Context: an optimization exercise on an open-source flow, tuned for small area, a short achievable clock period and few clock cycles. The choices shown serve that exercise and are no tape-out recipe.
The RTL was checked by simulation tests, not by an equivalence proof against the original design.

==> flow/design.v (outline; a module is shown in full before it is edited, if it fits) <==
// module CBP: 65 lines
// module global_CBP: 48 lines
// module local_CBP: 41 lines
// module CSR: 51 lines
// module PC_instr: 57 lines
// module PC_next: 28 lines
// module PC_reg: 19 lines
// module PC_sel: 17 lines
// module branch_unit: 65 lines
// module decode: 22 lines
// module decode_reg: 185 lines
// module div: 53 lines
// module control: 12 lines
// module execute: 194 lines
// module execute_reg: 155 lines
// module fetch_reg: 75 lines
// module fwd: 30 lines
// module icache: 75 lines
// module id: 216 lines
// module memory: 46 lines
// module memory_reg: 135 lines
// module mul: 73 lines
// module booth: 32 lines
// module full_add: 19 lines
// module target_buff: 27 lines
// module write_back: 9 lines
// module CPU: 654 lines
module CPU(
	input wire clk,
	input wire rst,
	output wire 						imem_req,
	output wire	[32 - 1:0]		imem_addr,
	input wire 							imem_ack,
	input wire	[128 - 1:0]		imem_line,
	output wire	[32 - 1:0]			dmem_addr,
	input wire	[32 - 1:0]			dmem_rdata,
	output wire 						dmem_we,
	output wire	[1:0]					dmem_wsize,
	output wire	[32 - 1:0]			dmem_wdata,
	output wire 						commit,
	output wire	[32 - 1:0]		commit_pc,
	output wire 						commit_wen,
	output wire	[4:0]					commit_rd,
	output wire	[32 - 1:0]			commit_wdata
);
  // ...
==> flow/run.sh <==
#!/bin/bash
# synth_recipe.tcl (not shown) runs the flow's synth.tcl, then flattens the netlist and writes it again
# the make line also repeats each setting of config.mk as NAME=value (left out here)
make -C /OpenROAD-flow-scripts/flow DESIGN_CONFIG=/design/flow/config.mk WORK_HOME=/design/flow/orfs CLKGATE_MAP_FILE= SYNTH_SCRIPT=/design/flow/synth_recipe.tcl finish
==> flow/config.mk <==
export PLATFORM = sky130hd
export DESIGN_NAME = CPU
export DESIGN_NICKNAME = CPU
export VERILOG_FILES = /design/flow/design.v
export SDC_FILE = /design/flow/constraint.sdc
export NUM_CORES = 8
export LEC_CHECK = 0
export CAP_MARGIN = 20
export CORE_MARGIN = 2
export CORE_UTILIZATION = 30
export PLACE_DENSITY = 0.4
export SLEW_MARGIN = 20
==> flow/constraint.sdc <==
create_clock -name core_clock -period 90.0 [get_ports {clk}]
set_input_delay 18.0000 -clock core_clock [delete_from_list [all_inputs] [get_ports {clk}]]
set_output_delay 18.0000 -clock core_clock [all_outputs]
set_load 0.01 [all_outputs]
==> summary.txt, run 1 <==
Run status
  • Outcome: timing/DRC/antenna clean

Die
  • Die ar.: 0.873 sq mm

Finish
  • Largest registers: PC_instr.icache.cache_data (1024), decode.reg_file (1024), execute.mul.tmp_1 (816)
  • Fraction of standard cell area in multi-input logic: 42.4%
  • Most frequent cells in the layout: 3391 x edfxtp_1, 2691 x nand2_1, 1789 x nor2_1
  • Fin cells: roughly 38000
  • Final clock-cell share: 5.84%

Timing
  • RSZ-0062 raised after global routing: false
  • Max Freq: between 10 and 15 MHz
  • Slew headroom: a little under a tenth
  • Setup WS post-layout: approximately 4.5 ns
  • Fin crit period: 85.50 ns
  • # setup viols final: 0

Global route
  • Routing usage on met2: 47.2%
  • Met3 GRT Util: 7.61%

Synth
  • Complex-gate fraction of the synthesized area: 16.2%
  • FF+latch count, synth: around 4300
  • Post-synth ARST share: 0%
  • Area leader, netlist: edfxtp_1

CTS
  • Root Driver: clkbuf_16
  • Max Buffers Root-to-Sink: 4
  • Post-CTS Setup Repair Bufs: 0
  • Post-CTS sizing: 0

Worst setup path
  • Crit-path max cell delay: 0.67 ns
  • Bufs and invs on worst path: 50

Hold path
  • Min-Delay Path Class: reg -> reg
Testbench counts, summed over its fixed seeds: cycles 234,629.
==> module CPU, before the edit <==
module CPU(
	input wire clk,
	input wire rst,
	output wire 						imem_req,
	output wire	[32 - 1:0]		imem_addr,
	input wire 							imem_ack,
	input wire	[128 - 1:0]		imem_line,
	output wire	[32 - 1:0]			dmem_addr,
	input wire	[32 - 1:0]			dmem_rdata,
	output wire 						dmem_we,
	output wire	[1:0]					dmem_wsize,
	output wire	[32 - 1:0]			dmem_wdata,
	output wire 						commit,
	output wire	[32 - 1:0]		commit_pc,
	output wire 						commit_wen,
	output wire	[4:0]					commit_rd,
	output wire	[32 - 1:0]			commit_wdata
);
	wire 								PC_vaild;
	wire								fetch_vaild;
	wire								decode_vaild;
	wire								execute_vaild;
	wire								memory_vaild;
	wire								PC_ready;
	wire 								fetch_ready;
	wire								decode_ready;
	wire								execute_ready;
	wire								memory_ready;
	wire								fetch_allow_in;
	wire								decode_allow_in;
	wire								execute_allow_in;
	wire								memory_allow_in;
	wire								write_back_allow_in;
	wire [12 - 1:0]     			F_epcode;
	wire [4 - 1:0]  			F_store_op;
	wire [7 - 1:0]   			F_load_op;
	wire [6 - 1:0] 			F_branch_op;
	wire [18 - 1:0]				F_ALU_op;
	wire								F_sel_reg;
	wire [32 - 1:0]     			F_PC;
	wire [32 - 1:0]    			nPC;
	wire [32 - 1:0]  			instr;
	wire [4:0]                 			F_rs1;
	wire [4:0]              			F_rs2;
	wire [32 - 1:0]      			F_imme;
	wire								F_commit;
	wire                       			F_need_dstE;
	wire [4:0]                 			F_dstE;
	wire [32 - 1:0]	   			F_sel_PC;
	wire								mini_op_branch;
	wire								mini_op_jal;
	wire [32 - 1:0]	   			mini_jal_jmp;
	wire [32 - 1:0]				mini_branch_jmp;
	wire 								F_train_predict;
	wire 								F_train_vaild;
	wire [7 - 1:0]			F_train_global_history;
	wire 								F_train_local_predict;
	wire								F_train_global_predict;
	wire								F_success_hit;
	wire								instr_data_ok;
	wire [32 - 1:0]			FD_instr;
	wire [32 - 1:0]     			FD_PC;
	wire [32 - 1:0]     			FD_nPC;
	wire 								FD_commit;
	wire 								FD_train_predict;
	wire 								FD_train_vaild;
	wire [7 - 1:0]			FD_train_global_history;
	wire 								FD_train_local_predict;
	wire								FD_train_global_predict;
	wire								FD_success_hit;
	wire								FD_jal;
	wire								D_sel_reg;
	wire [4:0]                 			D_rs1;
	wire [4:0]                 			D_rs2;
	wire                       			D_need_dstE;
	wire [4:0]                 			D_dstE;
	wire [12 - 1:0]     			D_epcode;
	wire [6 - 1:0] 			D_branch_op;
	wire [4 - 1:0]  			D_store_op;
	wire [7 - 1:0]			D_load_op;
	wire [32 - 1:0]         			D_imme;
	wire [18 - 1:0]    			D_ALU_op;
	wire 								D_need_CSR;
	wire [12 - 1:0] 		D_csr_addr;
	wire [8 - 1:0]	  			D_csr_op;
	wire [32 - 1:0] 					D_rs1_data;
	wire [32 - 1:0] 					D_rs2_data;
	wire [32 - 1:0] 					D_csr_data;
	wire								D_csr_ecall;
	wire								D_csr_mret;
	wire [32 - 1:0]					D_jmp;
	wire 								D_train_taken;
	wire								D_train_local_taken;
	wire								D_train_global_taken;
	wire [32 - 1:0]  			D_nPC;
	wire 								D_op_jalr;
	wire [12 - 1:0] 		D_csr_read_addr;
	wire [32 - 1:0] 					D_fwdA;
	wire [32 - 1:0] 					D_fwdB;
	wire								DD_csr_ecall;
	wire								DD_csr_mret;
	wire [12 - 1:0]     			DD_epcode;
	wire [4 - 1:0]  			DD_store_op;
	wire [7 - 1:0]   			DD_load_op;
	wire [6 - 1:0] 			DD_branch_op;
	wire [18 - 1:0]    			DD_ALU_op;
	wire								DD_sel_reg;
	wire [32 - 1:0]     			DD_PC;
	wire [32 - 1:0]     			DD_nPC;
	wire								DD_commit;
	wire                       			DD_need_dstE;
	wire [4:0]                 			DD_dstE;
	wire [32 - 1:0]					DD_rs1_data;
	wire [32 - 1:0]					DD_rs2_data;
	wire [32 - 1:0] 					DD_imme;
	wire [32 - 1:0]			DD_instr;
	wire 								DD_train_predict;
	wire 								DD_train_vaild;
	wire [7 - 1:0]			DD_train_global_history;
	wire 								DD_train_local_predict;
	wire								DD_train_global_predict;
	wire								DD_success_hit;
	wire								DD_jal;
	wire								DD_op_jalr;
	wire [32 - 1:0] 				DD_jmp;
	wire								DD_train_local_taken;
	wire								DD_train_global_taken;
	wire								DD_train_taken;
	wire 								DD_need_CSR;
	wire [12 - 1:0] 		DD_csr_addr;
	wire [8 - 1:0]	  			DD_csr_op;
	wire [32 - 1:0] 					DD_csr_data;
	wire [32 - 1:0]					E_valE;
	wire [32 - 1:0]					E_csr_valE;
	wire 								E_ready;
	wire [4 - 1:0]  			ED_store_op;
	wire [7 - 1:0]   			ED_load_op;
	wire								ED_sel_reg;
	wire [32 - 1:0]					ED_rs2_data;
	wire [32 - 1:0]					ED_valE;
	wire                       			ED_need_dstE;
	wire [4:0]                 			ED_dstE;
	wire [32 - 1:0]    			ED_jmp;
	wire [32 - 1:0]     			ED_PC;
	wire [32 - 1:0]     			ED_nPC;
	wire								ED_commit;
	wire [32 - 1:0]			ED_instr;
	wire								ED_train_taken;
	wire 								ED_train_predict;
	wire 								ED_train_vaild;
	wire								ED_op_jalr;
	wire [7 - 1:0]			ED_train_global_history;
	wire								ED_train_local_taken;
	wire								ED_train_global_taken;
	wire 								ED_train_local_predict;
	wire								ED_train_global_predict;
	wire								ED_success_hit;
	wire								ED_jal;
	wire 								ED_need_CSR;
	wire [12 - 1:0] 		ED_csr_addr;
	wire [8 - 1:0]	  			ED_csr_op;
	wire [32 - 1:0]					ED_csr_valE;
	wire [32 - 1:0]        			M_valM;
	wire				   				MD_sel_reg;
	wire [32 - 1:0]					MD_valM;
	wire [32 - 1:0]					MD_valE;
	wire                       			MD_need_dstE;
	wire [4:0]                 			MD_dstE;
	wire [32 - 1:0]     			MD_PC;
	wire [32 - 1:0]     			MD_nPC;
	wire								MD_commit;
	wire [32 - 1:0]			MD_instr;
	wire								MD_train_taken;
	wire 								MD_train_predict;
	wire 								MD_train_vaild;
	wire [7 - 1:0]			MD_train_global_history;
	wire								MD_train_local_taken;
	wire								MD_train_global_taken;
	wire 								MD_train_local_predict;
	wire								MD_train_global_predict;
	wire								MD_success_hit;
	wire								MD_jal;
	wire 								MD_need_CSR;
	wire [12 - 1:0] 		MD_csr_addr;
	wire [8 - 1:0]	  			MD_csr_op;
	wire [32 - 1:0]					MD_csr_valE;
	wire [32 - 1:0]       			W_data;
	assign PC_ready = 1'b1;
	PC_reg PC(
		.rst							(rst							),
		.clk_i							(clk							),
		.nPC_i							(nPC							),
		.fetch_allow_in_i				(fetch_allow_in					),
		.PC_ready_i						(PC_ready						),
		.PC_vaild_o						(PC_vaild						),
		.F_PC_o							(F_PC							)
	);
	PC_sel PC_sel(
		.instr_data_ok_i				(instr_data_ok					),
		.br_cancel_i					(br_cancel						),
		.br_PC_i						(br_PC							),
		.MD_need_CSR_i					(MD_need_CSR					),
		.MD_nPC_i						(MD_nPC							),
		.DD_op_jalr_i					(DD_op_jalr						),
		.DD_train_vaild_i				(DD_train_vaild					),
		.DD_train_taken_i				(DD_train_taken					),
		.DD_jmp_i						(DD_jmp							),
		.F_PC_i							(F_PC							),
		.F_sel_PC_o						(F_sel_PC						)
	);
	PC_instr PC_instr(
		.rst							(rst							),
		.clk_i							(clk							),
		.F_PC_i							(F_sel_PC						),
		.imem_req_o						(imem_req						),
		.imem_addr_o					(imem_addr						),
		.imem_ack_i						(imem_ack						),
		.imem_line_i					(imem_line						),
		.instr_o						(instr							),
		.mini_jal_jmp_o					(mini_jal_jmp					),
		.mini_branch_jmp_o				(mini_branch_jmp				),
		.F_commit_o						(F_commit						),
		.F_train_vaild_o				(F_train_vaild					),
		.mini_op_branch_o				(mini_op_branch					),
		.mini_op_jal_o					(mini_op_jal					),
		.instr_data_ok_o				(instr_data_ok					)
	);
	CBP CBP(
		.rst							(rst							),
		.clk_i							(clk							),
		.MD_PC_i						(MD_PC[7 - 1:0]	),
    	.MD_train_global_history_i		(MD_train_global_history		),
    	.MD_train_valid_i				(MD_train_vaild					),
    	.MD_train_predict_i				(MD_train_predict				),
    	.MD_train_taken_i				(MD_train_taken					),
		.MD_train_global_taken_i		(MD_train_global_taken			),
		.MD_train_global_predict_i		(MD_train_global_predict		),
		.MD_train_local_predict_i		(MD_train_local_predict			),
		.MD_train_local_taken_i			(MD_train_local_taken			),
   		.ED_train_valid_i				(ED_train_vaild					),
		.ED_train_global_history_i		(ED_train_global_history		),
    	.ED_train_global_predict_i		(ED_train_global_predict		),
    	.ED_train_global_taken_i		(ED_train_global_taken			),
    	.F_PC_i							(F_sel_PC[7 - 1:0]	),
    	.mini_op_branch_i				(mini_op_branch					),
		.F_train_predict_o				(F_train_predict				),
    	.F_train_global_history_o		(F_train_global_history			),
    	.F_train_local_predict_o		(F_train_local_predict			),
    	.F_train_global_predict_o		(F_train_global_predict			)
	);
	PC_next PC_next(
		.rst							(rst							),
		.clk_i							(clk							),
		.F_PC_i							(F_sel_PC						),
		.mini_op_branch_i				(mini_op_branch					),
		.mini_op_jal_i					(mini_op_jal					),
		.mini_jal_jmp_i					(mini_jal_jmp					),
		.mini_branch_jmp_i				(mini_branch_jmp				),
		.F_train_predict_i				(F_train_predict				),
		.nPC_o							(nPC							),
		.F_success_hit_o				(F_success_hit					)
	);
	wire D_branch = D_epcode[0];
	wire D_jalr = D_epcode[2];
	wire D_ecall = D_csr_op[6];
	wire D_mret = D_csr_op[7];
	wire cancel_PC = ((D_branch & (~D_train_taken)) | D_jalr | D_need_CSR | DD_need_CSR | ED_need_CSR) ? decode_allow_in ? 1'b0 : PC_vaild : PC_vaild;
	reg [1:0] br_cancel;
	reg [32 - 1:0] br_PC;
	always@(posedge clk) begin
		if(rst) begin
			br_cancel <= 1;
		end
		else if(fetch_allow_in) begin
			if(br_cancel == 0) begin
				br_cancel <= 2;
			end
			else if(br_cancel == 2) begin
				br_cancel <= 1;
			end
		end
		else if(~fetch_ready & ~cancel_PC)begin
			br_cancel <= 0;
			if(ED_need_CSR) begin
				br_PC <= ED_nPC;
			end
			else if(DD_need_CSR) begin
				br_PC <= DD_nPC;
			end
			else if(D_need_CSR) begin
				br_PC <= D_nPC;
			end
			else if((D_branch & (~D_train_taken)) | D_jalr) begin
				br_PC <= D_jmp;
			end
		end
	end
	wire fetch_control = cancel_PC & (br_cancel != 0);
	assign fetch_allow_in = fetch_ready & decode_allow_in;
	assign fetch_ready = instr_data_ok;
	fetch_reg fetch_reg(
		.rst							(rst							),
		.clk_i							(clk							),
		.instr_i						(instr							),
		.F_PC_i							(F_sel_PC						),
		.F_nPC_i						(nPC							),
		.F_commit_i						(F_commit						),
		.F_train_predict_i				(F_train_predict				),
		.F_train_vaild_i				(F_train_vaild					),
		.F_train_global_history_i		(F_train_global_history			),
    	.F_train_local_predict_i		(F_train_local_predict			),
    	.F_train_global_predict_i		(F_train_global_predict			),
		.F_success_hit_i				(F_success_hit					),
		.F_jal_i						(mini_op_jal					),
		.fetch_control_i				(fetch_control					),
		.fetch_ready_i					(fetch_ready					),
		.decode_allow_in_i				(decode_allow_in				),
		.fetch_vaild_o					(fetch_vaild					),
		.FD_jal_o						(FD_jal							),
		.FD_success_hit_o				(FD_success_hit					),
    	.FD_train_local_predict_o		(FD_train_local_predict			),
    	.FD_train_global_predict_o		(FD_train_global_predict		),
		.FD_train_global_history_o		(FD_train_global_history		),
		.FD_train_predict_o				(FD_train_predict				),
		.FD_train_vaild_o				(FD_train_vaild					),
		.FD_PC_o						(FD_PC							),
		.FD_nPC_o						(FD_nPC							),
		.FD_commit_o					(FD_commit						),
		.FD_instr_o						(FD_instr						)
	);
	id id(
		.FD_instr_i						(FD_instr						),
		.D_epcode_o						(D_epcode						),
		.D_branch_op_o					(D_branch_op					),
		.D_store_op_o					(D_store_op						),
		.D_load_op_o					(D_load_op						),
		.D_ALU_op_o						(D_ALU_op						),
		.D_need_dstE_o					(D_need_dstE					),
		.D_sel_reg_o					(D_sel_reg						),
		.D_csr_addr_o					(D_csr_addr						),
		.D_csr_op_o						(D_csr_op						),
		.D_need_CSR_o					(D_need_CSR						),
		.D_csr_read_addr_o				(D_csr_read_addr				),
		.D_csr_ecall_o					(D_csr_ecall					),
		.D_csr_mret_o					(D_csr_mret						),
		.D_rs1_o						(D_rs1							),
		.D_rs2_o						(D_rs2							),
		.D_imme_o						(D_imme							),
		.D_dstE_o						(D_dstE							)
	);
	decode decode(
		.rst							(rst							),
		.clk_i							(clk							),
		.D_rs1_i						(D_rs1							),
		.D_rs2_i						(D_rs2							),
		.MD_need_dstE_i					(MD_need_dstE					),
		.MD_dstE_i						(MD_dstE						),
		.data_i							(W_data							),
		.memory_vaild_i					(memory_vaild					),
		.D_rs1_data_o					(D_rs1_data						),
		.D_rs2_data_o					(D_rs2_data						)
	);
	CSR CSR(
		.rst							(rst							),
		.clk_i							(clk							),
		.D_csr_op_i						(D_csr_op						),
		.MD_csr_op_i					(MD_csr_op						),
		.MD_need_CSR_i					(MD_need_CSR					),
		.MD_csr_addr_i					(MD_csr_addr					),
		.MD_csr_valE_i					(MD_csr_valE					),
		.D_csr_read_addr_i				(D_csr_read_addr				),
		.D_csr_data_o					(D_csr_data						)
	);
	fwd fwd(
		.D_rs1_i						(D_rs1							),
		.D_rs2_i						(D_rs2							),
		.D_rs1_data_i					(D_rs1_data						),
		.D_rs2_data_i					(D_rs2_data						),
		.DD_need_dstE_i					(DD_need_dstE					),
		.DD_dstE_i						(DD_dstE						),
		.E_valE_i						(E_valE							),
		.ED_need_dstE_i					(ED_need_dstE					),
		.ED_dstE_i						(ED_dstE						),
		.ED_sel_reg_i					(ED_sel_reg						),
		.ED_valE_i						(ED_valE						),
		.M_valM_i						(M_valM							),
		.MD_need_dstE_i					(MD_need_dstE					),
		.MD_dstE_i						(MD_dstE						),
		.W_data_i						(W_data							),
		.D_fwdA_o						(D_fwdA),
		.D_fwdB_o						(D_fwdB)
	);
	branch_unit branch_unit(
		.D_csr_data_i					(D_csr_data						),
		.D_fwdA_i						(D_fwdA							),
		.D_fwdB_i						(D_fwdB							),
		.D_csr_op_i						(D_csr_op						),
		.FD_epcode_i					(D_epcode						),
		.FD_branch_op_i					(D_branch_op					),
		.FD_imme_i						(D_imme							),
		.FD_PC_i						(FD_PC							),
		.FD_nPC_i						(FD_nPC							),
		.FD_train_predict_i				(FD_train_predict				),
    	.FD_train_local_predict_i		(FD_train_local_predict			),
    	.FD_train_global_predict_i		(FD_train_global_predict		),
		.D_jmp_o						(D_jmp							),
		.D_nPC_o						(D_nPC							),
		.D_train_local_taken_o			(D_train_local_taken			),
		.D_train_global_taken_o			(D_train_global_taken			),
		.D_train_taken_o				(D_train_taken					),
		.D_op_jalr_o					(D_op_jalr						)
	);
	wire DD_op_load = DD_epcode[4];
	wire decode_control = fetch_vaild;
	assign decode_ready = ~((DD_op_load) & (D_rs1 == DD_dstE | D_rs2 == DD_dstE) & DD_need_dstE & decode_vaild) | (~fetch_vaild);
	assign decode_allow_in = (execute_allow_in & decode_ready);
	decode_reg decode_reg(
		.rst							(rst							),
		.clk_i							(clk							),
		.D_epcode_i						(D_epcode						),
		.D_store_op_i					(D_store_op						),
		.D_load_op_i					(D_load_op						),
		.D_branch_op_i					(D_branch_op					),
		.D_ALU_op_i						(D_ALU_op						),
		.D_csr_ecall_i					(D_csr_ecall					),
		.D_csr_mret_i					(D_csr_mret						),
		.D_sel_reg_i					(D_sel_reg						),
		.D_PC_i							(FD_PC							),
		.D_nPC_i						(D_nPC							),
		.D_commit_i						(FD_commit						),
		.D_need_dstE_i					(D_need_dstE					),
		.D_dstE_i						(D_dstE							),
		.D_rs1_data_i					(D_fwdA							),
		.D_rs2_data_i					(D_fwdB							),
		.D_imme_i						(D_imme							),
		.D_instr_i						(FD_instr						),
		.D_train_predict_i				(FD_train_predict				),
		.D_train_vaild_i				(FD_train_vaild					),
		.D_train_global_history_i		(FD_train_global_history		),
    	.D_train_local_predict_i		(FD_train_local_predict			),
    	.D_train_global_predict_i		(FD_train_global_predict		),
		.D_success_hit_i				(FD_success_hit					),
		.D_jal_i						(FD_jal							),
		.D_train_taken_i				(D_train_taken					),
		.D_train_local_taken_i			(D_train_local_taken			),
    	.D_train_global_taken_i			(D_train_global_taken			),
		.D_jmp_i						(D_jmp							),
		.D_op_jalr_i					(D_op_jalr						),
		.decode_control_i				(decode_control					),
		.decode_ready_i					(decode_ready					),
		.execute_allow_in_i				(execute_allow_in				),
		.D_csr_addr_i					(D_csr_addr						),
		.D_csr_op_i						(D_csr_op						),
		.D_need_CSR_i					(D_need_CSR						),
		.D_csr_data_i					(D_csr_data						),
		.DD_csr_ecall_o					(DD_csr_ecall					),
		.DD_csr_mret_o					(DD_csr_mret					),
		.DD_csr_data_o					(DD_csr_data					),
		.DD_csr_addr_o					(DD_csr_addr					),
		.DD_csr_op_o					(DD_csr_op						),
		.DD_need_CSR_o					(DD_need_CSR					),
		.decode_vaild_o					(decode_vaild					),
		.DD_jmp_o						(DD_jmp							),		
		.DD_op_jalr_o					(DD_op_jalr						),
		.DD_train_taken_o				(DD_train_taken					),
		.DD_train_local_taken_o			(DD_train_local_taken			),
    	.DD_train_global_taken_o		(DD_train_global_taken			),
		.DD_jal_o						(DD_jal							),
		.DD_success_hit_o				(DD_success_hit					),
    	.DD_train_local_predict_o		(DD_train_local_predict			),
    	.DD_train_global_predict_o		(DD_train_global_predict		),
		.DD_train_global_history_o		(DD_train_global_history		),
		.DD_instr_o						(DD_instr						),
		.DD_train_predict_o				(DD_train_predict				),
		.DD_train_vaild_o				(DD_train_vaild					),
		.DD_epcode_o					(DD_epcode						),
		.DD_store_op_o					(DD_store_op					),		
		.DD_load_op_o					(DD_load_op						),
		.DD_branch_op_o					(DD_branch_op					),
		.DD_ALU_op_o					(DD_ALU_op						),
		.DD_sel_reg_o					(DD_sel_reg						),
		.DD_PC_o						(DD_PC							),
		.DD_nPC_o						(DD_nPC							),
		.DD_commit_o					(DD_commit						),
		.DD_need_dstE_o					(DD_need_dstE					),
		.DD_dstE_o						(DD_dstE						),
		.DD_rs1_data_o					(DD_rs1_data					),
		.DD_rs2_data_o					(DD_rs2_data					),
		.DD_imme_o						(DD_imme						)
	);
	execute execute(
		.rst							(rst							),
		.clk_i							(clk							),
		.DD_csr_data_i					(DD_csr_data					),
		.DD_rs1_data_i					(DD_rs1_data					),
		.DD_csr_op_i					(DD_csr_op						),
		.DD_rs2_data_i					(DD_rs2_data					),
		.DD_epcode_i					(DD_epcode						),
		.DD_branch_op_i					(DD_branch_op					),
		.DD_imme_i						(DD_imme						),
		.DD_ALU_op_i					(DD_ALU_op						),
		.DD_PC_i						(DD_PC							),
		.E_valE_o						(E_valE							),
		.E_ready_o						(E_ready						),
		.E_csr_valE_o					(E_csr_valE						)
	);
	assign execute_ready = E_ready;
	assign execute_allow_in = execute_ready & memory_allow_in;
	execute_reg execute_reg(
		.rst							(rst							),
		.clk_i							(clk							),
		.DD_dstE_i						(DD_dstE						),		
		.DD_need_dstE_i					(DD_need_dstE					),
		.DD_store_op_i					(DD_store_op					),
		.DD_load_op_i					(DD_load_op						),
		.DD_sel_reg_i					(DD_sel_reg						),
		.DD_rs2_data_i					(DD_rs2_data					),
		.DD_PC_i						(DD_PC							),
		.DD_commit_i					(DD_commit						),
		.DD_instr_i						(DD_instr						),
		.DD_nPC_i						(DD_nPC							),
		.E_valE_i						(E_valE							),
		.DD_jmp_i						(DD_jmp							),	
		.DD_train_taken_i				(DD_train_taken					),
		.DD_train_predict_i				(DD_train_predict				),
		.DD_train_vaild_i				(DD_train_vaild					),
		.DD_op_jalr_i					(DD_op_jalr						),
		.DD_train_global_history_i		(DD_train_global_history		),
    	.DD_train_local_predict_i		(DD_train_local_predict			),
    	.DD_train_global_predict_i		(DD_train_global_predict		),
    	.DD_train_local_taken_i			(DD_train_local_taken			),
    	.DD_train_global_taken_i		(DD_train_global_taken			),
		.DD_success_hit_i				(DD_success_hit					),
		.DD_jal_i						(DD_jal							),
		.decode_vaild_i					(decode_vaild					),
		.execute_ready_i				(execute_ready					),
		.memory_allow_in_i				(memory_allow_in				),
		.DD_csr_addr_i					(DD_csr_addr					),
		.DD_csr_op_i					(DD_csr_op						),
		.DD_need_CSR_i					(DD_need_CSR					),
		.E_csr_valE_i					(E_csr_valE						),
		.ED_csr_valE_o					(ED_csr_valE					),
		.ED_csr_addr_o					(ED_csr_addr					),
		.ED_csr_op_o					(ED_csr_op						),			
		.ED_need_CSR_o					(ED_need_CSR					),
		.execute_vaild_o				(execute_vaild					),
		.ED_jal_o						(ED_jal							),
		.ED_success_hit_o				(ED_success_hit					),
		.ED_train_local_taken_o			(ED_train_local_taken			),
		.ED_train_global_taken_o		(ED_train_global_taken			),
    	.ED_train_local_predict_o		(ED_train_local_predict			),
    	.ED_train_global_predict_o		(ED_train_global_predict		),
		.ED_train_global_history_o		(ED_train_global_history		),
		.ED_op_jalr_o					(ED_op_jalr						),
		.ED_instr_o						(ED_instr						),
		.ED_PC_o						(ED_PC							),
		.ED_train_predict_o				(ED_train_predict				),
		.ED_train_vaild_o				(ED_train_vaild					),
		.ED_nPC_o						(ED_nPC							),
		.ED_commit_o					(ED_commit						),
		.ED_store_op_o					(ED_store_op					),
		.ED_need_dstE_o					(ED_need_dstE					),
		.ED_dstE_o						(ED_dstE						),
		.ED_load_op_o					(ED_load_op						),
		.ED_sel_reg_o					(ED_sel_reg						),
		.ED_jmp_o						(ED_jmp							),
		.ED_train_taken_o				(ED_train_taken					),
		.ED_rs2_data_o					(ED_rs2_data					),
		.ED_valE_o						(ED_valE						)
	);
	assign memory_ready = 1'b1;
	assign memory_allow_in = 1'b1;
	memory memory(
		.clk_i							(clk							),
		.ED_store_op_i					(ED_store_op					),
		.ED_load_op_i					(ED_load_op						),
		.ED_valE_i						(ED_valE						),
		.ED_rs2_data_i					(ED_rs2_data					),
		.execute_vaild_i				(execute_vaild					),
		.dmem_rdata_i					(dmem_rdata						),
		.dmem_addr_o					(dmem_addr						),
		.dmem_we_o						(dmem_we						),
		.dmem_wsize_o					(dmem_wsize						),
		.dmem_wdata_o					(dmem_wdata						),
		.M_valM_o						(M_valM							)
	);
	memory_reg memory_reg(
		.rst							(rst							),
		.clk_i							(clk							),
		.ED_sel_reg_i					(ED_sel_reg						),
		.ED_valE_i						(ED_valE						),
		.M_valM_i						(M_valM							),
		.ED_need_dstE_i					(ED_need_dstE					),
		.ED_dstE_i						(ED_dstE						),
		.ED_PC_i						(ED_PC							),
		.ED_nPC_i						(ED_nPC							),
		.ED_commit_i					(ED_commit						),
		.ED_instr_i						(ED_instr						),
		.ED_train_taken_i				(ED_train_taken					),
		.ED_train_predict_i				(ED_train_predict				),
		.ED_train_vaild_i				(ED_train_vaild					),
		.ED_train_global_history_i		(ED_train_global_history		),
    	.ED_train_local_predict_i		(ED_train_local_predict			),
    	.ED_train_global_predict_i		(ED_train_global_predict		),
    	.ED_train_local_taken_i			(ED_train_local_taken			),
    	.ED_train_global_taken_i		(ED_train_global_taken			),
		.ED_success_hit_i				(ED_success_hit					),
		.ED_jal_i						(ED_jal							),
		.execute_vaild_i				(execute_vaild					),
		.memory_ready_i					(memory_ready					),
		.write_back_allow_in_i			(write_back_allow_in			),
		.ED_csr_addr_i					(ED_csr_addr					),
		.ED_csr_op_i					(ED_csr_op						),
		.ED_need_CSR_i					(ED_need_CSR					),
		.ED_csr_valE_i					(ED_csr_valE					),
		.MD_csr_valE_o					(MD_csr_valE					),
		.MD_csr_addr_o					(MD_csr_addr					),
		.MD_csr_op_o					(MD_csr_op						),
		.MD_need_CSR_o					(MD_need_CSR					),
		.memory_vaild_o					(memory_vaild					),
		.MD_jal_o						(MD_jal							),
		.MD_success_hit_o				(MD_success_hit					),
		.MD_train_local_taken_o			(MD_train_local_taken			),
		.MD_train_global_taken_o		(MD_train_global_taken			),
    	.MD_train_local_predict_o		(MD_train_local_predict			),
    	.MD_train_global_predict_o		(MD_train_global_predict		),
		.MD_train_global_history_o		(MD_train_global_history		),
		.MD_instr_o						(MD_instr						),
		.MD_train_taken_o				(MD_train_taken					),
		.MD_train_predict_o				(MD_train_predict				),
		.MD_train_vaild_o				(MD_train_vaild					),
		.MD_PC_o						(MD_PC							),
		.MD_nPC_o						(MD_nPC							),
		.MD_commit_o					(MD_commit						),
		.MD_need_dstE_o					(MD_need_dstE					),
		.MD_dstE_o						(MD_dstE						),
		.MD_sel_reg_o					(MD_sel_reg						),
		.MD_valM_o						(MD_valM						),
		.MD_valE_o						(MD_valE						)
	);
	write_back write_back(
		.MD_instr_i						(MD_instr						),
		.MD_sel_reg_i					(MD_sel_reg						),
		.MD_valM_i						(MD_valM						),
		.MD_valE_i						(MD_valE						),
		.W_data_o						(W_data							)
	);
	assign write_back_allow_in = 1'b1;
	assign commit_pc 	= MD_PC;
	assign commit 		= MD_commit & memory_vaild;
	assign commit_wen	= commit & MD_need_dstE & (MD_dstE != 5'd0);
	assign commit_rd	= MD_dstE;
	assign commit_wdata	= W_data;
endmodule
==> run 2: changes to the inputs <==
==> flow/design.v (replaced) <==
module CPU (
	input  wire         clk,
	input  wire         rst,
	output wire         imem_req,
	output wire [31:0]  imem_addr,
	input  wire         imem_ack,
	input  wire [127:0] imem_line,
	output wire [31:0]  dmem_addr,
	input  wire [31:0]  dmem_rdata,
	output wire         dmem_we,
	output wire [1:0]   dmem_wsize,
	output wire [31:0]  dmem_wdata,
	output wire         commit,
	output wire [31:0]  commit_pc,
	output wire         commit_wen,
	output wire [4:0]   commit_rd,
	output wire [31:0]  commit_wdata
);
	localparam LN = 2;               
	localparam NL = 1 << LN;
	localparam TW = 28 - LN;         
	reg  [31:0]  pc_q;
	reg  [127:0] fdata_q;            
	reg  [27:0]  fline_q;            
	reg          fv_q;               
	reg          pend_q;             
	reg  [27:0]  paddr_q;            
	reg  [31:0]  cword [0:4*NL-1];
	reg  [TW-1:0] ctag [0:NL-1];
	reg  [NL-1:0] cval;
	assign imem_req  = pend_q;
	assign imem_addr = {paddr_q, 4'b0};
	always @(posedge clk) begin
		fdata_q <= imem_line;
		fline_q <= paddr_q;
		fv_q    <= ~rst & pend_q & imem_ack;
	end
	wire [27:0]   pcl  = pc_q[31:4];
	wire [LN-1:0] pidx = pcl[LN-1:0];
	wire c_hit = cval[pidx] & (ctag[pidx] == pcl[27:LN]);
	wire b_hit = fv_q & (fline_q == pcl);
	wire ihit  = c_hit | b_hit;
	wire [31:0] bword = fdata_q[pc_q[3:2]*32 +: 32];
	wire [31:0] instr = b_hit ? bword : cword[{pidx, pc_q[3:2]}];
	wire [LN-1:0] fidx = fline_q[LN-1:0];
	wire fwr = fv_q & ~(c_hit & (fidx == pidx) & (fline_q != pcl));
	always @(posedge clk) begin
		if (rst) cval <= {NL{1'b0}};
		else if (fwr) cval[fidx] <= 1'b1;
		if (fwr) begin
			ctag[fidx] <= fline_q[27:LN];
			cword[{fidx, 2'd0}] <= fdata_q[31:0];
			cword[{fidx, 2'd1}] <= fdata_q[63:32];
			cword[{fidx, 2'd2}] <= fdata_q[95:64];
			cword[{fidx, 2'd3}] <= fdata_q[127:96];
		end
	end
	wire [31:0] npc;                 
	wire [27:0] nl  = npc[31:4];
	wire [27:0] nl1 = nl + 28'd1;
	wire [LN-1:0] ni0 = nl[LN-1:0];
	wire [LN-1:0] ni1 = nl1[LN-1:0];
	wire np0 = (cval[ni0] & (ctag[ni0] == nl[27:LN]))
	         | (fv_q & (fline_q == nl))  | (pend_q & (paddr_q == nl));
	wire np1 = (cval[ni1] & (ctag[ni1] == nl1[27:LN]))
	         | (fv_q & (fline_q == nl1)) | (pend_q & (paddr_q == nl1));
	wire want = ~np0 | ~np1;
	always @(posedge clk) begin
		if (rst) pend_q <= 1'b0;
		else if (~pend_q | imem_ack) begin
			pend_q <= want;
			if (want) paddr_q <= np0 ? nl1 : nl;
		end
	end
	wire [6:0] opc = instr[6:0];
	wire [4:0] rd  = instr[11:7];
	wire [2:0] f3  = instr[14:12];
	wire [4:0] rs1 = instr[19:15];
	wire [4:0] rs2 = instr[24:20];
	wire [6:0] f7  = instr[31:25];
	wire o_lui   = opc == 7'b0110111;
	wire o_auipc = opc == 7'b0010111;
	wire o_jal   = opc == 7'b1101111;
	wire o_jalr  = opc == 7'b1100111;
	wire o_br    = opc == 7'b1100011;
	wire o_ld    = opc == 7'b0000011;
	wire o_st    = opc == 7'b0100011;
	wire o_alui  = opc == 7'b0010011;
	wire o_alur  = opc == 7'b0110011;
	wire o_sys   = opc == 7'b1110011;
	wire o_md    = o_alur & (f7 == 7'b0000001);
	wire o_div   = o_md & f3[2];
	wire o_csr   = o_sys & (f3[1:0] != 2'b00);
	wire o_ecall = instr == 32'h00000073;
	wire o_mret  = instr == 32'h30200073;
	wire wen_i = (o_jal | o_jalr | o_ld | o_alur | o_alui | o_lui | o_auipc | o_csr) & (rd != 5'd0);
	wire [31:0] imm_i = {{20{instr[31]}}, instr[31:20]};
	wire [31:0] imm_s = {{20{instr[31]}}, instr[31:25], instr[11:7]};
	wire [31:0] imm_b = {{19{instr[31]}}, instr[31], instr[7], instr[30:25], instr[11:8], 1'b0};
	wire [31:0] imm_u = {instr[31:12], 12'b0};
	wire [31:0] imm_j = {{11{instr[31]}}, instr[31], instr[19:12], instr[20], instr[30:21], 1'b0};
	reg  [31:0] rf [1:31];
	wire [31:0] a = (rs1 == 5'd0) ? 32'd0 : rf[rs1];
	wire [31:0] b = (rs2 == 5'd0) ? 32'd0 : rf[rs2];
	reg [31:0] mstatus, mtvec, mepc, mcause;
	wire [11:0] csr_a = instr[31:20];
	wire cs_mstatus = csr_a == 12'h300;
	wire cs_mtvec   = csr_a == 12'h305;
	wire cs_mepc    = csr_a == 12'h341;
	wire cs_mcause  = csr_a == 12'h342;
	wire [31:0] csr_old = cs_mstatus ? mstatus : cs_mtvec ? mtvec :
	                      cs_mepc ? mepc : cs_mcause ? mcause : 32'd0;
	wire [31:0] csr_src = f3[2] ? {27'd0, rs1} : a;
	wire [31:0] csr_new = (f3[1:0] == 2'b01) ? csr_src :
	                      (f3[1:0] == 2'b10) ? (csr_old | csr_src) : (csr_old & ~csr_src);
	wire use_b  = o_alur | o_br;
	wire [31:0] y = use_b ? b : (o_st ? imm_s : imm_i);
	wire do_sub = o_br | ((o_alur | o_alui) & ((f3 == 3'd2) | (f3 == 3'd3))) |
	              (o_alur & (f3 == 3'd0) & f7[5]);
	wire [32:0] sum33 = {1'b0, a} + {1'b0, y ^ {32{do_sub}}} + {32'd0, do_sub};
	wire [31:0] sum = sum33[31:0];
	wire ltu = ~sum33[32];
	wire lt  = (a[31] & ~y[31]) | (~(a[31] ^ y[31]) & sum[31]);
	wire eq  = a == b;
	wire [4:0]  shamt = o_alur ? b[4:0] : instr[24:20];
	wire        sh_l  = (f3 == 3'd1);
	reg  [31:0] sh_in, sh_res;
	integer bi;
	always @(*) begin
		for (bi = 0; bi < 32; bi = bi + 1) sh_in[bi] = sh_l ? a[31-bi] : a[bi];
	end
	wire [32:0] sh_ext = {~sh_l & f7[5] & a[31], sh_in};
	wire [32:0] sh_out = $signed(sh_ext) >>> shamt;
	always @(*) begin
		for (bi = 0; bi < 32; bi = bi + 1) sh_res[bi] = sh_l ? sh_out[31-bi] : sh_out[bi];
	end
	wire alu_ok = o_alui ? ((f3 == 3'd1) ? (f7 == 7'd0) :
	                        (f3 == 3'd5) ? ((f7 == 7'd0) | (f7 == 7'h20)) : 1'b1) :
	              ((f7 == 7'd0) | ((f7 == 7'h20) & ((f3 == 3'd0) | (f3 == 3'd5))));
	reg [31:0] alu_res;
	always @(*) begin
		case (f3)
			3'd0: alu_res = sum;
			3'd1: alu_res = sh_res;
			3'd2: alu_res = {31'd0, lt};
			3'd3: alu_res = {31'd0, ltu};
			3'd4: alu_res = a ^ y;
			3'd5: alu_res = sh_res;
			3'd6: alu_res = a | y;
			default: alu_res = a & y;
		endcase
		if (~alu_ok) alu_res = 32'd0;
	end
	wire [32:0] ma = {(f3 != 3'd3) & a[31], a};
	wire [32:0] mb = {~f3[1] & b[31], b};
	wire [65:0] prod = $signed(ma) * $signed(mb);
	wire [31:0] mul_res = (f3[1:0] == 2'd0) ? prod[31:0] : prod[63:32];
	function [5:0] clz32;
		input [31:0] v;
		integer k;
		begin
			clz32 = 6'd32;
			for (k = 0; k < 32; k = k + 1) if (v[k]) clz32 = 31 - k;
		end
	endfunction
	reg  [1:0]  dv_st;               
	reg  [31:0] dv_r, dv_d, dv_q;
	reg  [4:0]  dv_n;
	wire dv_sg  = ~f3[0];
	wire dv_rem = f3[1];
	wire [31:0] dv_A = (dv_sg & a[31]) ? -a : a;
	wire [31:0] dv_B = (dv_sg & b[31]) ? -b : b;
	wire dv_bz  = b == 32'd0;
	wire dv_ovf = dv_sg & (a == 32'h80000000) & (b == 32'hffffffff);
	wire dv_bmn = dv_sg & (b == 32'h80000000);
	wire dv_triv = dv_bz | dv_ovf | dv_bmn | (dv_A < dv_B);
	wire [31:0] dv_tres = dv_bz ? (dv_rem ? a : 32'hffffffff) :
	                      dv_ovf ? (dv_rem ? 32'd0 : a) : (dv_rem ? a : 32'd0);
	wire [5:0]  dv_za = clz32(dv_A);
	wire [5:0]  dv_zb = clz32(dv_B);
	wire [4:0]  dv_k  = dv_zb[4:0] - dv_za[4:0];
	wire [32:0] dv_diff = {1'b0, dv_r} - {1'b0, dv_d};
	wire dv_ge = ~dv_diff[32];
	wire [31:0] dv_x = dv_rem ? dv_r : dv_q;
	wire dv_neg = dv_sg & (dv_rem ? a[31] : (a[31] ^ b[31]));
	wire [31:0] dv_res = dv_neg ? -dv_x : dv_x;
	reg        ld_q;                 
	reg [4:0]  ld_rd;
	reg        ld_wen;
	reg [2:0]  ld_f3;
	reg [31:0] dm_addr_q, dm_wdata_q;
	reg        dm_we_q;
	reg [1:0]  dm_wsize_q;
	wire go      = ihit & ~ld_q;     
	wire dv_done = (dv_st == 2'd2) | ((dv_st == 2'd0) & dv_triv);
	wire fin     = go & (o_ld ? 1'b0 : o_div ? dv_done : 1'b1);
	wire done    = fin | ld_q;       
	wire taken = o_br & ((f3 == 3'd0) ? eq : (f3 == 3'd1) ? ~eq :
	                     (f3 == 3'd4) ? lt : (f3 == 3'd5) ? ~lt :
	                     (f3 == 3'd6) ? ltu : (f3 == 3'd7) ? ~ltu : 1'b0);
	wire [31:0] pc4   = pc_q + 32'd4;
	wire [31:0] pcimm = pc_q + (o_jal ? imm_j : o_br ? imm_b : imm_u);
	wire [31:0] nxt   = (o_jal | taken) ? pcimm : o_jalr ? sum :
	                    o_ecall ? mtvec : o_mret ? mepc : pc4;
	assign npc = ld_q ? pc4 : fin ? nxt : pc_q;
	wire [31:0] res = o_lui ? imm_u : o_auipc ? pcimm : (o_jal | o_jalr) ? pc4 :
	                  o_sys ? csr_old : o_div ? ((dv_st == 2'd2) ? dv_res : dv_tres) :
	                  o_md ? mul_res : alu_res;
	wire [31:0] ldv = (ld_f3 == 3'd0) ? {{24{dmem_rdata[7]}}, dmem_rdata[7:0]} :
	                  (ld_f3 == 3'd1) ? {{16{dmem_rdata[15]}}, dmem_rdata[15:0]} :
	                  (ld_f3 == 3'd2) ? dmem_rdata :
	                  (ld_f3 == 3'd4) ? {24'd0, dmem_rdata[7:0]} :
	                  (ld_f3 == 3'd7) ? 32'd0 : {16'd0, dmem_rdata[15:0]};
	wire        w_en = ld_q ? ld_wen : (fin & wen_i);
	wire [4:0]  w_rd = ld_q ? ld_rd : rd;
	wire [31:0] w_d  = ld_q ? ldv : res;
	always @(posedge clk) begin
		if (w_en) rf[w_rd] <= w_d;
	end
	always @(posedge clk) begin
		if (rst) begin
			pc_q    <= 32'h80000000;
			ld_q    <= 1'b0;
			dm_we_q <= 1'b0;
			dv_st   <= 2'd0;
			mstatus <= 32'h1800;
			mtvec   <= 32'd0;
			mepc    <= 32'd0;
			mcause  <= 32'hb;
		end else begin
			pc_q    <= npc;
			ld_q    <= go & o_ld;
			dm_we_q <= go & o_st & ~f3[2] & (f3[1:0] != 2'b11);
			if (go & o_ecall) mepc <= pc_q;
			else if (go & o_csr) begin
				if (cs_mstatus) mstatus <= csr_new;
				if (cs_mtvec)   mtvec   <= csr_new;
				if (cs_mepc)    mepc    <= csr_new;
				if (cs_mcause)  mcause  <= csr_new;
			end
			if (go & o_div) begin
				if (dv_st == 2'd0) begin
					if (~dv_triv) dv_st <= 2'd1;
				end else if (dv_st == 2'd1) begin
					if (dv_n == 5'd0) dv_st <= 2'd2;
				end else dv_st <= 2'd0;
			end
		end
		if (go & o_ld) begin
			ld_rd  <= rd;
			ld_wen <= rd != 5'd0;
			ld_f3  <= f3;
		end
		if (~ld_q) begin
			dm_addr_q  <= sum;
			dm_wdata_q <= b;
			dm_wsize_q <= (f3[1:0] == 2'd0) ? 2'd0 : (f3[1:0] == 2'd1) ? 2'd1 : 2'd2;
		end
		if (dv_st == 2'd0) begin
			dv_r <= dv_A;
			dv_d <= dv_B << dv_k;
			dv_n <= dv_k;
			dv_q <= 32'd0;
		end else if (go & (dv_st == 2'd1)) begin
			if (dv_ge) dv_r <= dv_diff[31:0];
			dv_q <= {dv_q[30:0], dv_ge};
			dv_d <= {1'b0, dv_d[31:1]};
			dv_n <= dv_n - 5'd1;
		end
	end
	assign dmem_addr  = dm_addr_q;
	assign dmem_we    = dm_we_q;
	assign dmem_wsize = dm_wsize_q;
	assign dmem_wdata = dm_wdata_q;
	reg        c_v, c_wen;
	reg [31:0] c_pc, c_wd;
	reg [4:0]  c_rd;
	always @(posedge clk) begin
		if (rst) begin
			c_v   <= 1'b0;
			c_wen <= 1'b0;
		end else begin
			c_v   <= done;
			c_wen <= w_en;
		end
		c_pc <= pc_q;
		c_rd <= w_rd;
		c_wd <= w_d;
	end
	assign commit       = c_v;
	assign commit_pc    = c_pc;
	assign commit_wen   = c_wen;
	assign commit_rd    = c_rd;
	assign commit_wdata = c_wd;
endmodule
==> summary.txt, run 2 <==
Worst setup path
  • Crit path max fanout: 32 (was 23)
  • Crit path required time: 90.58 ns (was 90.78 ns)
  • Slowest cell on crit path: a21oi_4 (was or4_4)
  • Crit path arrival time: 20.96 ns (was 86.29 ns)
  • Delay-heaviest family, CP: compound AO/OA/AOI/OAI gates (unchanged)
  • Crit-path max cell delay: 0.83 ns (was 0.67 ns)
  • CP startpoint kind: primary input (was register)
  • CP Capture Type: register (unchanged)
  • Bufs and invs on worst path: 2 (was 50)
  • Crit path cell chain: clkdlybuf4s50_1 > mux2i_1 > nor3_2 > buf_4 > nand2b_1 > a21oi_1 > a31oi_1 > o21ai_0 > a21oi_4
  • WS Path Type: in -> reg (was reg -> reg)

Finish
  • Number of flip-flops in the largest register: 992
  • Area growth syn-to-layout: 14.4% (was 17.8%)
  • Final #Nets: 16900 (was 27400)
  • Biggest register: rf
  • Largest registers: rf (992), cword (512), fdata_q (128) (was PC_instr.icache.cache_data (1024), decode.reg_file (1024), execute.mul.tmp_1 (816))
  • Fin cells: 22400 (was 37500)
  • Post-route cell area: 0.179 sq mm (was 0.306 sq mm)
  • Most frequent cells in the layout: 2335 x nand2_1, 1780 x edfxtp_1, 1396 x inv_1 (was 3391 x edfxtp_1, 2691 x nand2_1, 1789 x nor2_1)
  • Layout cells sized above 1: 10.9% (was 15.8%)
  • Fillcell total: 52600 (was 86400)
  • Commonest non-fill, non-tap cell in the layout: nand2_1 (was edfxtp_1)

Placed design
  • Final GP Congestion: 0.949 (was 1.07)
  • Post-DP Area: 0.170 sq mm (was 0.287 sq mm)
  • Pre-CTS setup slack: 68.64 ns (was 1.06 ns)
  • Post-DP HPWL: 528000 um (was 981000 um)
  • Placed cell count: 21900 (was 36400)
  • Port Buffers: 329 (unchanged)

Global route
  • Total grt overflow: 0 (unchanged)
  • Initial antenna violation count: 73 (was 182)
  • Vias in the first global route: 125000 (was 213000)
  • Busiest grt layer: met2 (unchanged)
  • Largest net degree at the start of global routing: 115 (was 147)
  • Routing usage on met2: 44.3% (was 47.2%)
  • Met3 GRT Util: 4.90% (was 7.61%)
  • Routing usage on met1: 38.7% (was 39.3%)
  • Global-route wire length before repair: 1050000 um (was 1880000 um)
  • GRT Util Overall: 28.3% (was 30.8%)

Drt
  • Number of remaining DRC errors: 0 (unchanged)
  • Initial drt markers: 14000 (was 29500)
  • Routed len/inst: 34.3 um (was 37.2 um)
  • Antenna-violating nets left: 0 (unchanged)
  • Via density: 5.61 (was 5.86)
  • DRT Pass-1 Iters: 7 (was 11)
  • Via count: 126000 (was 220000)
  • Final wirelength: 769000 um (was 1390000 um)

Timing
  • RSZ-0062 raised after global routing: false (unchanged)
  • Hold WS: 0.423 ns (was 0.420 ns)
  • Slew headroom: 18.7% (was 9.46%)
  • Fin crit period: 20.38 ns (was 85.50 ns)
  • Final Hold Viols: 0 (unchanged)
  • Max Freq: 49.1 MHz (was 11.7 MHz)
  • Fin crit share: 22.6% (was 95.0%)
  • Post-Route Setup TNS: 0 ns (unchanged)
  • Slew of the pin with the lowest slew margin: 1.22 ns (was 1.35 ns)
  • # setup viols final: 0 (unchanged)
  • Worst Skew: 0.111 ns (was 0.129 ns)
  • Pins over their slew limit: 0 (unchanged)
  • Setup WS post-layout: 69.62 ns (was 4.50 ns)

Synth
  • Ys flop type: edfxtp_1 (unchanged)
  • Most frequent cells after synthesis: 2344 x nand2_1, 1780 x edfxtp_1, 1402 x inv_1 (was 3391 x edfxtp_1, 2706 x nand2_1, 1875 x nor2_1)
  • Post-synthesis cell count: 15000 (was 24600)
  • Yosys cell types: 131 (was 121)
  • Mapped Area: 0.156 sq mm (was 0.260 sq mm)
  • Post-synth ARST share: 0% (unchanged)
  • EDFF count, synth: 1780 (was 3391)
  • Synth top area share: 34.2% (was 39.2%)
  • FF+latch count, synth: 2209 (was 4348)
  • Area leader, netlist: edfxtp_1 (unchanged)
  • Sequential-to-total area share from yosys stat: 39.6% (was 46.6%)
  • Avg Synthesized Cell Area: 10.4 sq um (was 10.5 sq um)
  • Most frequent cell after synthesis: nand2_1 (was edfxtp_1)
  • Synth warn: 1 (was 23)
  • Top post-synthesis cells by area: edfxtp_1 34%, fa_1 14%, nand2_1 5.6% (was edfxtp_1 39%, dfxtp_1 7.4%, mux4_2 5.5%)

Die
  • Die Ht: 726 um (was 935 um)
  • Die ar.: 0.527 sq mm (was 0.873 sq mm)
  • Row count: 265 (was 341)
  • Die width: 726 um (was 935 um)
  • Initial Util: 30.1% (about the same)
  • Core area: 0.520 sq mm (was 0.863 sq mm)
  • Io pins: 334 (unchanged)

CTS
  • Post-CTS sizing: 0 (unchanged)
  • # clock sinks: 2209 (was 4348)
  • TritonCTS clock tree: yes (unchanged)
  • Clk slew on worst S/H paths: 0.05 ns (was 0.06 ns)
  • H-tree levels: 5 (was 6)
  • Hold-fix buffers, CTS: 0 (unchanged)
  • Clock Latency Late Sink: 1.00 ns (was 1.15 ns)
  • Clock buffer count from CTS: 280 (was 542)
  • Max Buffers Root-to-Sink: 4 (unchanged)
  • Post-CTS Setup Repair Bufs: 0 (unchanged)
  • Root Driver: clkbuf_16 (unchanged)

Hold path
  • Min-Delay Path Class: reg -> reg (unchanged)

Flow run
  • # Max-Cap Violations: 0 (unchanged)

Run status
  • Outcome: timing/DRC/antenna clean (unchanged)
run 2: cell count changes after synthesis, sizes merged, moves of 420 or more:
cell / change
fa: +451
ha: -565
nor2: -917
clkbuf: -982
dfxtp: -528
mux4: -420
o21ai: -1291
a21oi: -881
edfxtp: -1611
run 2: final cells by class:
class	count	area [sq um]	area share (%)
Inverter	1433	5400	3.01
Clock buffer	385	7760	4.34
Multi-Input combinational cell	10400	85700	47.9
Clock inverter	125	1460	0.816
Sequential cell	2209	62100	34.7
Tap cell	6942	8690	4.85
Antenna cell	19	47.5	0.0266
Timing Repair Buffer	896	7860	4.39
run 2: routing by layer:
metal / wire length [um] / vias to the layer above / share of wire [%]
li1: - / 53100 / -
met1: 328000 / 65500 / 43
met2: 343000 / 5761 / 45
met3: 59300 / 1235 / 7.7
met4: 38800 / 16 / 5.0
met5: 103 / - / 0.013
run 2: worst paths after layout:
kind	start	cells after the start	end	slack (ns)
hold / removal	paddr_q[26]$_DFFE_PP_	0	fline_q[26]$_DFF_P_	0.42
setup / recovery	dmem_rdata[15]	9	rf[10][20]$_DFFE_PP_	69.62
hold reg to reg	paddr_q[26]$_DFFE_PP_	0	fline_q[26]$_DFF_P_	0.42
setup reg to reg	pc_q[2]$_SDFFE_PP0P_	52	rf[28][15]$_DFFE_PP_	70.45
run 2: logic make-up (layout without fill, tap and decap cells):
kind of cell | Yosys count | after routing | share of synthesized area, %
other | 1 | 23 | 0.00240
xor gates and xnor gates | 567 | 567 | 3.21
adders and majority gates | 1576 | 1576 | 18.0
muxes | 871 | 871 | 7.44
AOI/OAI and AO/OA | 2838 | 2838 | 12.4
DFF | 2209 | 2209 | 39.6
and+or+nand+nor | 4517 | 4517 | 12.7
buffers and inverters | 2467 | 2839 | 6.63
run 2: worst reg2reg max path, delay by kind of cell (launching register included):
kind                     cells  cell delay [ns]
AO/OA/AOI/OAI               20             6.84
XOR/XNOR                     1             0.63
adder cells (fa/ha/maj)      9             3.76
buffers and inverters       12             5.04
flip-flops                   1             0.72
multiplexers                 4             0.90
AND/OR/NAND/NOR              6             1.23
run 2: through the flow:
| stage | utilization, % |
|---|---|
| after floorplan | - |
| after global placement | 32.6 |
| after detailed placement | 32.6 |
| after CTS | 34.4 |
| after global routing | 34.4 |
| final | 34.4 |
Testbench counts of run 2, summed over its fixed seeds: cycles 77,938.

[port drivers added, routing unchanged]
The flow's constraints put no driver on any port. The routed layouts listed below were extracted and timed again, unchanged, in two steps. Step 1 assumes that a clkbuf_16 drives the clock port and a buf_2 every other input. Step 2, shift: input delay + t, output delay - t, t = (earliest + latest rising clock arrival at the registers) / 2. This alone moves slack from input paths to output paths. Three values: ideal, step 1, step 2; two values: the first two.
run | t (ns) | slack for setup (ns) | pins driven straight from the clock port
run 1 | 1.236 | 4.497 / 4.497 / 4.497 | 1
run 2 | 1.071 | 69.616 / 69.545 / 68.652 | 1
After both steps setup and hold are still met in every run listed. For run 2, which loses most, drivers alone change the setup slack by -0.071 ns; drivers and shift together by -0.964 ns.
